What follows belongs to an exercise in optimizing a design on an open flow for small area; a production flow would make more cautious choices. The RTL was checked by simulation tests, not by an equivalence proof against the original design. Power figures rest on the tool's default switching activity, not on a simulated workload.

### design/flow/run.sh
#!/bin/bash
# synth_recipe.tcl (not shown) runs the flow's synth.tcl, then flattens the netlist and writes it again
# the make line also repeats each setting of config.mk as NAME=value (left out here)
make -C /OpenROAD-flow-scripts/flow DESIGN_CONFIG=/design/flow/config.mk WORK_HOME=/design/flow/orfs CLKGATE_MAP_FILE= SYNTH_SCRIPT=/design/flow/synth_recipe.tcl finish
### design/flow/config.mk
export PLATFORM = sky130hd
export DESIGN_NAME = Clock
export DESIGN_NICKNAME = Clock
export VERILOG_FILES = /design/flow/design.v
export SDC_FILE = /design/flow/constraint.sdc
export NUM_CORES = 4
export LEC_CHECK = 0
export CAP_MARGIN = 20
export CORE_MARGIN = 2
export CORE_UTILIZATION = 40
export SLEW_MARGIN = 20
### design/flow/constraint.sdc
create_clock -name core_clock -period 10.0 [get_ports {CLK}]
set_input_delay 2.0000 -clock core_clock [delete_from_list [all_inputs] [get_ports {CLK}]]
set_output_delay 2.0000 -clock core_clock [all_outputs]
set_load 0.01 [all_outputs]
### design/flow/design.v
`timescale 1ns / 1ps
module Adjust(CLK, RST, ButtonMode, ButtonDigit, ButtonValue, Editing, Digit, IncrementDigit);
	input CLK, RST;
	input ButtonMode; 
	input ButtonDigit;
	input ButtonValue;
	output reg Editing;
	output reg[2:0] Digit;
	output wire IncrementDigit;
	wire ButtonModePressed, ButtonDigitPressed, ButtonValuePressed;
	ButtonHandler B1(.CLK(CLK), .Button(ButtonMode), .Pulse(ButtonModePressed));
	ButtonHandler B2(.CLK(CLK), .Button(ButtonDigit), .Pulse(ButtonDigitPressed));																		   
	ButtonHandler B3(.CLK(CLK), .Button(ButtonValue), .Pulse(IncrementDigit));
	always @ (posedge CLK or posedge RST) begin
		if(RST) begin
			Editing <= 1'b0;
			Digit <= 3'b001;
		end else begin
			if(ButtonModePressed) begin
				Editing <= ~Editing;
				Digit <= 3'b001;
			end
			if(ButtonDigitPressed) begin
				Digit <= {Digit[1:0], Digit[2]};
			end
		end
	end
endmodule
module ButtonHandler(CLK, Button, Pulse);
	input CLK;
	input Button;
	output Pulse;
	reg SyncPress;
	reg Latch;
	reg[8:0] Count;
	wire Max;
	assign Max = &Count;
	always @ (posedge CLK) begin
		SyncPress <= Button;
	end
	always @ (posedge CLK) begin
		if(~SyncPress) begin
			Latch <= 1'b0;
		end else begin
			if(Pulse) begin
				Latch <= 1'b1;
			end else begin
				Latch <= Latch;
			end
		end
	end
	always @ (posedge CLK) begin
		if(~SyncPress) begin
			Count <= 0;
		end else begin
			Count <= Count + 1'b1;
		end
	end
	assign Pulse = ~Latch & SyncPress & Max;
endmodule
`timescale 1ns/1ps
module SecondTick(CLK, RST, Tick);
	input CLK;
	input RST;
	output reg Tick;
	parameter CLOCKSPEED = 32768;
	reg[15:0] Counter;
	always @ (posedge CLK or posedge RST) begin
		if(RST) begin
			Tick <= 1'b0;
			Counter <= 16'd0;
		end else begin
			Counter <= Counter + 1;
			if(Counter == CLOCKSPEED) begin
				Tick <= 1'b1;
				Counter <= 16'd0;
			end else begin
				Tick <= 1'b0;
			end
		end
	end
endmodule
`timescale 1ns/1ps
module SecondsMinutesDigits(CLK, RST, InTick, EditEnable, Increment, OutTick, MSD, LSD);
	input CLK;
	input RST;
	input InTick;
	input EditEnable;
	input Increment;
	output reg OutTick;
	output reg[3:0] MSD;
	output reg[3:0] LSD;
	always @ (posedge CLK or posedge RST) begin
		if(RST) begin
			OutTick <= 1'b0;
			MSD <= 4'b0000;
			LSD <= 4'b0000;
		end else if(InTick || (EditEnable && Increment)) begin
			LSD <= LSD + 1'b1;
			if(LSD == 4'b1001) begin
				LSD <= 4'b0000;
				MSD <= MSD + 1'b1;
				if(MSD == 4'b0101) begin
					LSD <= 4'b0000;
					MSD <= 4'b0000;
					OutTick <= 1'b1;
				end
			end
		end else begin
			OutTick <= 1'b0;
		end
	end
endmodule
`timescale 1ns/1ps
module HoursDigits(CLK, RST, InTick, EditEnable, Increment, MSD, LSD);
	input CLK;
	input RST;
	input InTick;
	input EditEnable;
	input Increment;
	output reg[3:0] MSD;
	output reg[3:0] LSD;
	always @ (posedge CLK or posedge RST) begin
		if(RST) begin
			MSD <= 4'b0000;
			LSD <= 4'b0000;
		end else if(InTick || (EditEnable && Increment)) begin
			LSD <= LSD + 1'b1;
			if(MSD == 4'b0010 && LSD == 4'b0011) begin
				MSD <= 4'b0000;
				LSD <= 4'b0000;
			end
			if(LSD == 4'b1001) begin
				LSD <= 4'b0000;
				MSD <= MSD + 1'b1;
			end
		end else begin
		end
	end
endmodule
`timescale 1ns/1ps
module SevenSegmentDriver(CLK, RST, HourMSD, HourLSD, MinMSD, MinLSD, SecMSD, SecLSD, DigitEnable, DigitValue);
	input CLK;
	input RST;
	input[3:0] HourMSD, HourLSD, MinMSD, MinLSD, SecMSD, SecLSD;
	output reg[5:0] DigitEnable;
	output[6:0] DigitValue;
	wire Pulse;
	reg[3:0] BCDValue;
	Pulse333Hz P1(.CLK(CLK), .RST(RST), .PulseOut(Pulse));
	SevenSegmentROM S1(.Address(BCDValue), .Data(DigitValue));
	reg[2:0] Count;
	always @ (posedge CLK or posedge RST) begin
		if(RST) begin
			Count <= 3'b000;
		end else begin
			if(Pulse) begin
				Count <= Count + 1'b1;
				if(Count == 3'b101) begin
					Count <= 3'b000;
				end
			end
		end
	end
	always @ (Count or SecLSD or SecMSD or MinLSD or MinMSD or HourLSD or HourMSD) begin
		case(Count)
			3'b000: begin DigitEnable = 6'b000001; BCDValue = SecLSD; end
			3'b001: begin DigitEnable = 6'b000010; BCDValue = SecMSD; end
			3'b010: begin DigitEnable = 6'b000100; BCDValue = MinLSD; end
			3'b011: begin DigitEnable = 6'b001000; BCDValue = MinMSD; end
			3'b100: begin DigitEnable = 6'b010000; BCDValue = HourLSD; end
			3'b101: begin DigitEnable = 6'b100000; BCDValue = HourMSD; end
			3'b110: begin DigitEnable = 6'b000000; BCDValue = SecLSD; end
			3'b111: begin DigitEnable = 6'b000000; BCDValue = SecLSD; end
		endcase
	end
endmodule
module Pulse333Hz(CLK, RST, PulseOut);
	input CLK;
	input RST;
	output reg PulseOut;
	reg[6:0] Count;
	always @ (posedge CLK or posedge RST) begin
		if(RST) begin
			Count <= 7'd0;
			PulseOut <= 1'b0;
		end else begin
			Count <= Count + 1'b1;
			if(Count == 98) begin
				Count <= 7'd0;
				PulseOut <= 1'b1;
			end else begin
				PulseOut <= 1'b0;
			end
		end
	end
endmodule
module SevenSegmentROM(Address, Data);
	input[3:0] Address;
	output reg [6:0] Data;
	always @ (Address) begin
		case(Address)
			4'b0000: Data = 7'b0000001;
			4'b0001: Data = 7'b1001111;
			4'b0010: Data = 7'b0010010;
			4'b0011: Data = 7'b0000110;
			4'b0100: Data = 7'b1001100;
			4'b0101: Data = 7'b0100100;
			4'b0110: Data = 7'b0100000;
			4'b0111: Data = 7'b0001111;
			4'b1000: Data = 7'b0000000;
			4'b1001: Data = 7'b0000100;
			default: Data = 7'b1111111;
		endcase
	end
endmodule
`timescale 1ns/1ps
module Clock(CLK, RST, ButtonMode, ButtonDigit, ButtonValue, DigitEnable, DigitValue);
	input CLK;
	input RST;
	input ButtonMode, ButtonDigit, ButtonValue;
	output[5:0] DigitEnable;
	output[6:0] DigitValue;
	wire SecondTick;
	wire MinuteTick;
	wire HourTick;
	wire[3:0] SecMSD, SecLSD, MinMSD, MinLSD, HourMSD, HourLSD;
	wire[2:0] ActiveDigit;
	wire IncrementDigit;
	wire GlobalPause;
	wire[2:0] EnableEdit;
	SecondTick T1(	.CLK(CLK),
					.RST(RST),
					.Tick(SecondTick));
	Adjust A1(	.CLK(CLK),
				.RST(RST),
				.ButtonMode(ButtonMode),
				.ButtonDigit(ButtonDigit),
				.ButtonValue(ButtonValue),
				.Editing(GlobalPause),
				.Digit(ActiveDigit),
				.IncrementDigit(IncrementDigit));
	SecondsMinutesDigits S1(	.CLK(CLK),
								.RST(RST),
								.InTick(SecondTick & ~GlobalPause),
								.EditEnable(ActiveDigit[0] & GlobalPause),
								.Increment(IncrementDigit),
								.OutTick(MinuteTick),
								.MSD(SecMSD),
								.LSD(SecLSD));
	SecondsMinutesDigits S2(	.CLK(CLK),
								.RST(RST),
								.InTick(MinuteTick & ~GlobalPause),
								.EditEnable(ActiveDigit[1] & GlobalPause),
								.Increment(IncrementDigit),
								.OutTick(HourTick),
								.MSD(MinMSD),
								.LSD(MinLSD));
	HoursDigits H1(	.CLK(CLK),
					.RST(RST),
					.InTick(HourTick & ~GlobalPause),
					.EditEnable(ActiveDigit[2] & GlobalPause),
					.Increment(IncrementDigit),
					.MSD(HourMSD),
					.LSD(HourLSD));
	SevenSegmentDriver S3(	.CLK(CLK),
							.RST(RST),
							.HourMSD(HourMSD),
							.HourLSD(HourLSD),
							.MinMSD(MinMSD),
							.MinLSD(MinLSD),
							.SecMSD(SecMSD),
							.SecLSD(SecLSD),
							.DigitEnable(DigitEnable),
							.DigitValue(DigitValue));
endmodule
==> notes.md <==
## cells in the final DEF (no fill, tap or decap), drive strengths merged, types with 3 or more instances in the layout
cell type      instances
clkbuf                10
clkinv                 3
a22oi                  8
mux2                   6
mux2i                  3
xor2                  17
or3                    6
nand2                 34
a21oi                  7
inv                   26
o22ai                  4
dfxtp                 33
and2                  28
nor3                   7
dfrtp                 57
nand3                 28
nor4                   3
a22o                   9
nand2b                 6
nor2b                  9
a221oi                 3
and3                  13
o21ai                 18
nor2                  27
nand4                  6
xnor2                 31
o21a                   5
ha                    21
clkdlybuf4s50         17
## per-stage QoR
| step | utilization [%] | total power, uW | hold WS, ns | area (um2) |
|---|---|---|---|---|
| 2_1_floorplan | - | 387.6 | 0.4124 | 4454 |
| 3_3_place_gp | 44.00 | 391.8 | 0.4277 | 4770 |
| 3_5_place_dp | 44.00 | 392.3 | 0.4339 | 4770 |
| 4_1_cts | 45.54 | 617.5 | 0.4487 | 4937 |
| 5_1_grt | 45.54 | 632.0 | 0.4721 | 4937 |
| 6_report | 45.54 | 605.6 | 0.4448 | 4937 |
## final timing paths
| path | depth (start not counted) | slack (ns) | to | start |
|---|---|---|---|---|
| max | 11 | 4.29 | DigitValue[0] | S3.Count[0] |
| min | 1 | 0.44 | A1.B3.Count[0] | A1.B3.Count[0] |
| max reg2reg | 8 | 7.43 | S1.MSD[1] | A1.B3.Count[3] |
| min reg2reg | 1 | 0.44 | A1.B3.Count[0] | A1.B3.Count[0] |
| max in group asynchronous | 3 | 7.35 | S3.P1.Count[3] | RST |
| min in group asynchronous | 3 | 2.14 | T1.Counter[7] | RST |
## critical path: stages (launching register included)
cell and delay (ns):
dfrtp_1 0.56, and2_1 0.28, ha_1 0.26, or3b_1 0.44
o31ai_1 0.10, a221o_1 0.25, and2_1 0.19, ha_1 0.20
o21ai_0 0.08, mux2_2 0.27, a22oi_1 0.14, clkdlybuf4s50_1 0.56
## routing by layer
metal	track usage [%]	routed length, um	up-vias
met5	0	0	-
met4	6.239	145	0
met3	2.845	196	12
met2	22.44	3509	28
met1	18.95	3830	1501
li1	-	-	1590
## cells by family after synthesis
kind of cell,count (synthesis)
DFF,91
xor gates and xnor gates,48
buffers and inverters,33
AOI/OAI and AO/OA,68
and+or+nand+nor,178
muxes,9
adders and majority gates,21
## area by class of cell
type                       instances  area share (%)
sequential                        91           42.80
clock inverter                     6          0.8109
timing repair buffer              18           3.599
tap                              140           3.548
multi-input combinational        324           44.83
inverter                          24           1.825
clock buffer                      10           2.585
## cells in the mapped netlist (all sizes together) (13+ instances only)
| master | n | area (um2) |
|---|---|---|
| nand2 | 34 | 127.6 |
| and2 | 28 | 177.7 |
| and3 | 13 | 81.33 |
| o21ai | 18 | 90.09 |
| dfxtp | 33 | 660.6 |
| ha | 21 | 262.8 |
| dfrtp | 57 | 1426 |
| nand3 | 28 | 140.1 |
| inv | 24 | 90.09 |
| xnor2 | 31 | 271.5 |
| nor2 | 27 | 101.4 |
| xor2 | 17 | 148.9 |
## sequential cells by signal, summed over array words and instances, names as in the netlist, 3 cells and up
| name | cells |
|---|---|
| T1.Counter | 16 |
| A1.B1.Count | 9 |
| A1.B2.Count | 9 |
| A1.B3.Count | 9 |
| S3.P1.Count | 7 |
| H1.LSD | 4 |
| H1.MSD | 4 |
| S1.LSD | 4 |
| S1.MSD | 4 |
| S2.LSD | 4 |
| S2.MSD | 4 |
| A1.Digit | 3 |
| S3.Count | 3 |
## power by group
part | internal [uW] | switching [uW]
sequential | 369 | 3.50
clock | 90.9 | 131
combinational | 4.55 | 6.32
==> impl_metrics.yaml <==
run_status:
  status: "timing/DRC/antenna clean"
worst_setup_path:
  endpoint_kind: "output port"
  cp_max_fo: 14
  crit_required_ns: 8.00
  crit_arrival_ns: 3.71
  cp-start-kind: "register"
  critical_path_class: "register to output port"
finish:
  fillers: 1053
  n_antenna_cell: 0
  seq_area_um2: 2113
  layout-drive-gt1-share_pct: 6.554
  nets: 494
  fin_cells: 613
  area_growth_pct: 10.84
  multi_input_area_um2: 2213
timing:
  max_freq_mhz: 175.2
  clock_skew_ns: 0.01221
  setup-violations-final: 0
  slew_viol_final: 0
  worstMarginPinSlew_ns: 0.7345
  rsz0062_at_grt: "no"
  fin_ws_ns: 4.291
  slew_headroom_pct: 51.04
  hold_violations: 0
  period_minus_slack_ns: 5.709
  fin_crit_sh_pct: 57.09
  tns_ns: 0
grt:
  grt_pass1_vias: 3034
  overflow: 0
  grt_pass1_wl_um: 13680
  antenna_found_initial: 0
  grt_util_all_layers_pct: 14.22
  grt_max_degree: 59
flow_run:
  maxCapViolCount: 0
synthesis:
  syn_nets: 474
  yosys_warnings: 8
  synth-seq-area-share_pct: 47.44
  synth_mux_area_share_pct: 2.191
  ys_ff_latch: 91
  synth_fa_ha_area_share_pct: 5.899
  synth_top_family_by_area: "simple AND/OR/NAND/NOR gates"
  syn_area_per_cell_um2: 9.943
  syn_inst: 448
  synth_area_um2: 4454
  synth-edff-count: 0
  synth-async-reset-ratio_pct: 63.74
  synth-compound-area-share_pct: 10.90
  synth-xor-area-share_pct: 9.438
  yosysUniqueCellTypes: 52
  synthSimpleGateAreaFrac_pct: 21.26
  synth-main-ff-cell: "dfrtp_1"
floorplanning:
  die_area_um2: 12000
  start_util_pct: 41.09
  rows: 38
  dieHeight_um: 109.5
  die_x_um: 109.5
  ioPinCount: 18
  coreArea_um2: 10840
clock_tree:
  clk_latency_ns: 0.36
  cts_resized: 0
  cts_htree_levels: 3
  cts_tree: "yes"
  ctsHoldBuffers: 0
  cts_setup_buffers: 0
  numCtsBuffers: 9
  clkSlewWorstSetupHoldPaths_ns: 0.09
  cts_sinks: 91
  cts_buffer_depth: 2
  clock-root-buffer: "clkbuf_8"
hold_path:
  hold_class: "register to register"
place:
  dp.cells: 597
  dpl_worst_slack_ns: 4.707
  portBuffers: 17
  dp.final_hpwl_um: 5396
  globalplace.congestion: 0.7910
detailed_routing:
  vias: 3131
  vias_per_cell: 5.108
  drc: 0
  wire_per_inst_um: 12.53
  drt-initial-drc-count: 128
  drtAntennaViolNets: 0
  dr.pass1.iters: 6
  detail_route.wirelength_um: 7682
pwr:
  power.density_nw_per_um2: 122.7
  leakage_uw: 0.002172
  peakVddDrop_uv: 67.36

afterwards: timing with drivers on the ports:
The flow's constraints put no driver on any port. The routed layout listed below was extracted and timed again, unchanged, in two steps.
Step 1 assumes that a clkbuf_16 drives the clock port and a buf_2 every other input.
Step 2, shift: input delay + t, output delay - t, t = (earliest + latest rising clock arrival at the registers) / 2. This alone moves slack from input paths to output paths.
a / b / c = ideal ports / drivers / drivers and shift; a / b = the first two.
t, ns: 0.386
setup slack, ns: 4.291 / 4.261 / 4.646
hold slack, ns: 0.445 / 0.445 / 0.445
worst setup path after step 2: register to output
After both steps this run still meets setup and hold. The setup slack of this run moves by -0.030 ns with the drivers and by +0.355 ns with both steps.
